This design comes from an exercise in tuning for small area, a short achievable clock period and few clock cycles on the open sky130 flow, not from production work.
Where RTL was checked, it was by simulation tests only, not by an equivalence proof against the original.
No driver is modelled on the clock port, so clock power and skew are understated where the tree is cut down; a real chip needs a root buffer or a tree.
Power figures rest on the tool's default switching activity, not on a simulated workload.

Setup of build 25:
==> flow/design.v <==
`timescale 1ps/1ps
module Conv(
    input clk,
    input rst,
    input in_st,
    input [7:0] din,
    output reg [15:0] dout,
    output reg out_st
);
reg [7:0] pix [0:15];
reg [9:0] upart, vreg, va;
reg [11:0] hpart;
reg [10:0] r_sr [0:9];
wire [12:0] hfull = add12(hpart, {2'b00, vreg});
wire [10:0] hsum = hfull[11:1];
reg [6:0] cnt;
integer i;
function [12:0] add12;
    input [11:0] a;
    input [11:0] b;
    integer i, k;
    reg [3:0] s0, s1;
    reg k0, k1, c, p;
    begin
        c = 1'b0;
        for (k = 0; k < 3; k = k + 1) begin
            k0 = 1'b0;
            k1 = 1'b1;
            for (i = 0; i < 4; i = i + 1) begin
                p = a[4*k+i] ^ b[4*k+i];
                s0[i] = p ^ k0;
                s1[i] = p ^ k1;
                k0 = (a[4*k+i] & b[4*k+i]) | (k0 & p);
                k1 = (a[4*k+i] & b[4*k+i]) | (k1 & p);
            end
            add12[4*k +: 4] = c ? s1 : s0;
            c = c ? k1 : k0;
        end
        add12[12] = c;
    end
endfunction
always @(posedge clk) begin
    pix[0] <= din;
    for (i = 1; i < 16; i = i + 1)
        pix[i] <= pix[i-1];
    upart <= add12({3'b000, pix[7], 1'b0}, {4'b0000, pix[15]});
    vreg <= add12({2'b00, upart}, {4'b0000, pix[0]});
    va <= vreg;
    hpart <= add12({1'b0, vreg, 1'b0}, {2'b00, va});
    r_sr[0] <= hsum;
    for (i = 1; i < 10; i = i + 1)
        r_sr[i] <= r_sr[i-1];
end
wire row5 = (cnt < 7'd31) || (cnt >= 7'd61);
wire s0 = (cnt < 7'd37);
wire s1 = !s0 && (cnt < 7'd43);
wire s2 = (cnt >= 7'd43) && (cnt < 7'd49);
wire s3 = (cnt >= 7'd49) && (cnt < 7'd55);
wire s4 = (cnt >= 7'd55);
wire [10:0] rdel = ({11{s0}} & r_sr[9]) | ({11{s1}} & r_sr[7]) | ({11{s2}} & r_sr[5])
                 | ({11{s3}} & r_sr[3]) | ({11{s4}} & r_sr[1]);
wire [10:0] rsel = row5 ? hsum : rdel;
always @(posedge clk) begin
    dout <= {5'b00000, rsel};
end
always @(posedge clk) begin
    if (rst) begin
        cnt <= 7'd0;
        out_st <= 1'b0;
    end
    else begin
        if (in_st)
            cnt <= 7'd1;
        else if (cnt != 7'd0)
            cnt <= cnt + 7'd1;
        out_st <= (cnt == 7'd30);
    end
end
endmodule
export LEC_CHECK = 0
export ABC_AREA = 1
export CAP_MARGIN = 20
export CORE_MARGIN = 2
export CORE_UTILIZATION = 65
export GPL_ROUTABILITY_DRIVEN = 0
export GPL_TIMING_DRIVEN = 0
export SETUP_SLACK_MARGIN = 4.04
export SLEW_MARGIN = 20
create_clock -name core_clock -period 6.0 [get_ports {clk}]
standard.sh (not shown) runs the stock make flow with config.mk's settings and CLKGATE_MAP_FILE= SYNTH_SCRIPT=/design/flow/synth_recipe.tcl, a recipe that flattens the netlist after the stock synthesis.
==> flow/flow/run.sh <==
#!/bin/bash
# Standard ORFS layout with these changes:
#  - the clock tree is built by flow/mantree.tcl (four root buffers, each
#    driving four leaf buffers) instead of ORFS's CTS;
#  - synthesis leaves adders to ABC instead of mapping them to full-adder cells;
#  - every input and output port gets a buf_2 buffer (instead of the slow
#    delay buffer buffer_ports picks by default); timing repair may resize it.
set -euo pipefail
HERE=$(cd "$(dirname "${BASH_SOURCE[0]}")" && pwd)
export PRE_CTS_TCL=$HERE/pre_cts.tcl
export MT_NX=4 MT_NY=4 MT_NROOT=4 MT_LEAF=sky130_fd_sc_hd__clkbuf_8 MT_ROOT=sky130_fd_sc_hd__clkbuf_8
bash standard.sh finish ADDER_MAP_FILE= \
  "BUFFER_PORTS_ARGS=-buffer_cell sky130_fd_sc_hd__buf_2" > orfs_flow.log 2>&1
Other scripts of this flow, unchanged in this note and not shown: flow/flow/mantree.tcl, flow/flow/pre_cts.tcl
Testbench counts of build 25, summed over its fixed seeds: cycles 6,264.
Input changes introduced in build 89 (baseline for comparison: build 25):
diff --git a/flow/config.mk b/flow/config.mk
--- a/flow/config.mk
+++ b/flow/config.mk
@@ -10,6 +10,4 @@
 export CORE_MARGIN = 2
-export CORE_UTILIZATION = 65
-export GPL_ROUTABILITY_DRIVEN = 0
-export GPL_TIMING_DRIVEN = 0
-export SETUP_SLACK_MARGIN = 4.04
+export CORE_UTILIZATION = 55
+export SETUP_SLACK_MARGIN = 4.0
 export SLEW_MARGIN = 20
On build 89: overall routing resource usage is 2.0 points lower than what build 25 gave. The utilization number comes out lower for build 89 vs build 25. Any difference in clock network fraction of total power between build 25 and build 89 is small enough to ignore. Build 89 vs build 25 — die area climbed by more than 10%. Reported for build 25 and build 89, synthesized area turned out identical to the last digit. Side by side, global-route wire length before repair turned out higher in build 89 than in build 25. The power in sequential cells of build 25 and that of build 89 are within noise of each other. From build 89 to build 25, area fraction in compound gates after synthesis did not move at all.
> inputs changed (build 89 -> build 21)
diff --git a/flow/config.mk b/flow/config.mk
--- a/flow/config.mk
+++ b/flow/config.mk
@@ -10,3 +10,3 @@
 export CORE_MARGIN = 2
-export CORE_UTILIZATION = 55
+export CORE_UTILIZATION = 75
 export SETUP_SLACK_MARGIN = 4.0
--- outcome ---
Between build 89 and build 21, the global-route met3 utilization is higher for build 21.
Delta (build 21 minus build 89): worst setup slack after layout increased 0.0032 ns; cell area has decreased; depth of the most critical reg-to-reg path decreased by 1 relative to the old numbers.
Build 89 ended up with dout[8] as its launch point of the critical path; build 21 ended up with dout[10].
Going from build 89 to build 21, area overhead of the layout relative to synthesis fell 1.3 points, internal power consumption fell 0.61%, power per cell area rose 1.9%.
Final clock period utilization by the worst path: build 89 vs build 21, no meaningful difference
Build 21 and build 89 ended up with roughly the same achievable frequency.
Build 21 vs build 89: total setup buffers inserted after CTS up
Post-route non-filler standard cell count in build 21 is 54 lower than in build 89
[inputs] build 87 vs build 21
diff --git a/flow/config.mk b/flow/config.mk
--- a/flow/config.mk
+++ b/flow/config.mk
@@ -10,3 +10,5 @@
 export CORE_MARGIN = 2
-export CORE_UTILIZATION = 75
+export CORE_UTILIZATION = 65
+export GPL_ROUTABILITY_DRIVEN = 0
+export GPL_TIMING_DRIVEN = 0
 export SETUP_SLACK_MARGIN = 4.0
- Fraction of power spent switching nets sits lower in build 87 than in build 21.
- Looking at die area across build 21 and build 87, the one that comes out lower is build 21.
- Build 87 finished every step from synthesis to the final layout, and the layout passed the timing, DRC and antenna checks.
- In build 87 relative to build 21, area occupied by multi-input gates had gone down by a few percent.
- Share of power burned in the clock network delta (build 87 -> build 21): insignificant
Edits applied to the flow inputs when going from build 87 to build 46:
diff --git a/flow/config.mk b/flow/config.mk
--- a/flow/config.mk
+++ b/flow/config.mk
@@ -11,4 +11,2 @@
 export CORE_UTILIZATION = 65
-export GPL_ROUTABILITY_DRIVEN = 0
-export GPL_TIMING_DRIVEN = 0
 export SETUP_SLACK_MARGIN = 4.0
When the final numbers for build 46 and build 87 were put side by side, the worst setup slack turned out to be greater in build 87. Compared with build 87, build 46 shows power consumption that has gone down slightly. Between build 46 and build 87, the layout-stage area growth over the synthesis result figures differ only marginally. On final hold violation count, build 46 and build 87 are basically level. Of build 46 and build 87, build 46 shows the higher share of final-layout standard cells stronger than drive strength 1, with build 87 below it. Going from build 87 to build 46, routed wire length up about 2.4%, part of the power in registers up 0.5 points. Build 46 vs build 87 on power dissipated in the clock network: build 46 is the lower one. The maximum resistive drop on vdd was comparable across build 46 and build 87. Clock period minus final worst setup slack: build 46 vs build 87 up 0.0094 ns. Register-to-register slack for build 46: 0.03 ns up relative to build 87.
Input-level comparison between build 42 and build 46:
diff --git a/flow/config.mk b/flow/config.mk
--- a/flow/config.mk
+++ b/flow/config.mk
@@ -7,3 +7,3 @@
 export LEC_CHECK = 0
-export ABC_AREA = 1
+export ABC_AREA = 0
 export CAP_MARGIN = 20
@@ -11,2 +11,4 @@
 export CORE_UTILIZATION = 65
+export GPL_ROUTABILITY_DRIVEN = 0
+export GPL_TIMING_DRIVEN = 0
 export SETUP_SLACK_MARGIN = 4.0
## What came out
Xor and xnor fraction of the mapped netlist area: build 42 and build 46 compared, lower one is build 46
From build 42 to build 46, count of standard-cell rows did not move at all.
Compared with build 46, build 42 shows a lower setup slack.
Max power across build 42 and build 46: build 42
Detailed placer's ending HPWL (lower): build 46
Final antenna-violating net count: build 46 vs build 42 identical
As far as max-slew violation count goes, build 42 and build 46 are indistinguishable; the numbers are identical.
In every run of this note, the design's own scripts or RTL, not TritonCTS, make the clock network.

---

== willow ==
Conv, a different RTL version from the one above (not shown whole).
For scale: about 630 cells after synthesis, roughly 300 flip-flops, ~28 I/O pins, roughly 7800 µm² of cells after synthesis.
// Conv
module Conv(
    input clk,
    input rst,
    input in_st,
    input [7:0] din,
    output reg [15:0] dout,
    output reg out_st
);
==> flow/config.mk <==
export PLATFORM = sky130hd
export DESIGN_NAME = Conv
export DESIGN_NICKNAME = Conv
export VERILOG_FILES = /design/flow/design.v
export SDC_FILE = /design/flow/constraint.sdc
export NUM_CORES = 4
export LEC_CHECK = 0
export ABC_AREA = 1
export CAP_MARGIN = 20
export CORE_MARGIN = 2
export CORE_UTILIZATION = 65
export GPL_ROUTABILITY_DRIVEN = 0
export GPL_TIMING_DRIVEN = 0
export SETUP_SLACK_MARGIN = 4.04
export SLEW_MARGIN = 20
==> flow/constraint.sdc <==
create_clock -name core_clock -period 6.0 [get_ports {clk}]
set_input_delay 1.2000 -clock core_clock [delete_from_list [all_inputs] [get_ports {clk}]]
set_output_delay 1.2000 -clock core_clock [all_outputs]
set_load 0.01 [all_outputs]
Scripts as last shown in full above: flow/flow/run.sh
Other scripts of this flow, unchanged in this note and not shown: flow/flow/mantree.tcl, flow/flow/pre_cts.tcl
#### Input delta (sierra over willow)
- changing SETUP_SLACK_MARGIN from 4.04 to 4.0
Notes after the runs:
sierra went all the way through synthesis, placement and routing and the layout is clean on timing, DRC and antenna.
willow | status: complete | timing, DRC, antenna: pass
Diff willow -> sierra: overall power of the completed layout shows a reduction of 61 µW, via count of the first global-routing pass decreased 22.
Length of routed met2 wiring: sierra < willow
For sierra, the capture point of the worst path was dout[3], unlike willow, where it was dout[4].
Side by side, part of the power in registers turned out higher in sierra than in willow.
First-pass GRT wire length down 96 µm in sierra wrt willow
Between sierra and willow, it is sierra whose wire length after detailed routing is lower, by 2.7%.
The final worst-path setup slack of willow and that of sierra are within noise of each other.
The lower power share of the combinational group came out of sierra.
Higher final cell count was reported by willow, not sierra.
No run of this note included a check of the RTL's function; only the layout flow was run. No run of this note takes its clock network from TritonCTS; it comes from the design's own scripts or RTL.

## separate check: timing with driven ports
Ports are ideal in the flow. The routed layouts listed here were re-timed in OpenROAD.
Step 1 assumes that a clkbuf_16 drives the clock port and a buf_2 every other input.
Step 2 adds t to the input delays and takes it off the output delays; t is the mean of the earliest and latest rising clock arrival at the registers after step 1. Input paths then give back, and output paths get back, about the clock's delay inside the block.
Three values: ideal ports, drivers, drivers and shift; two values: the first two.
run	shift t [ns]	setup WS [ns]	worst setup path at the end	clock arrival spread, ns	slew at the worst register clock pin (ns)
build 25	0.367	4.041 / 3.983 / 3.947	input to register	0.014 / 0.013	0.10 / 0.10
build 89	0.371	4.019 / 3.960 / 4.044	input to register	0.023 / 0.022	0.11 / 0.11
build 21	0.368	4.022 / 3.967 / 4.027	register to register	0.023 / 0.023	0.11 / 0.11
build 87	0.370	4.033 / 3.974 / 3.954	input to register	0.020 / 0.019	0.11 / 0.11
build 46	0.367	4.023 / 3.966 / 4.060	input to register	0.018 / 0.018	0.11 / 0.11
build 42	0.368	3.774 / 3.774 / 3.774	register to register	0.025 / 0.024	0.11 / 0.11
willow	0.369	4.031 / 3.972 / 3.965	input to register	0.021 / 0.022	0.11 / 0.11
sierra	0.368	4.028 / 3.970 / 3.976	input to register	0.021 / 0.021	0.11 / 0.11
After both steps setup and hold are still met in every run listed. For build 25, which loses most, drivers alone change the setup slack by -0.058 ns; drivers and shift together by -0.094 ns.
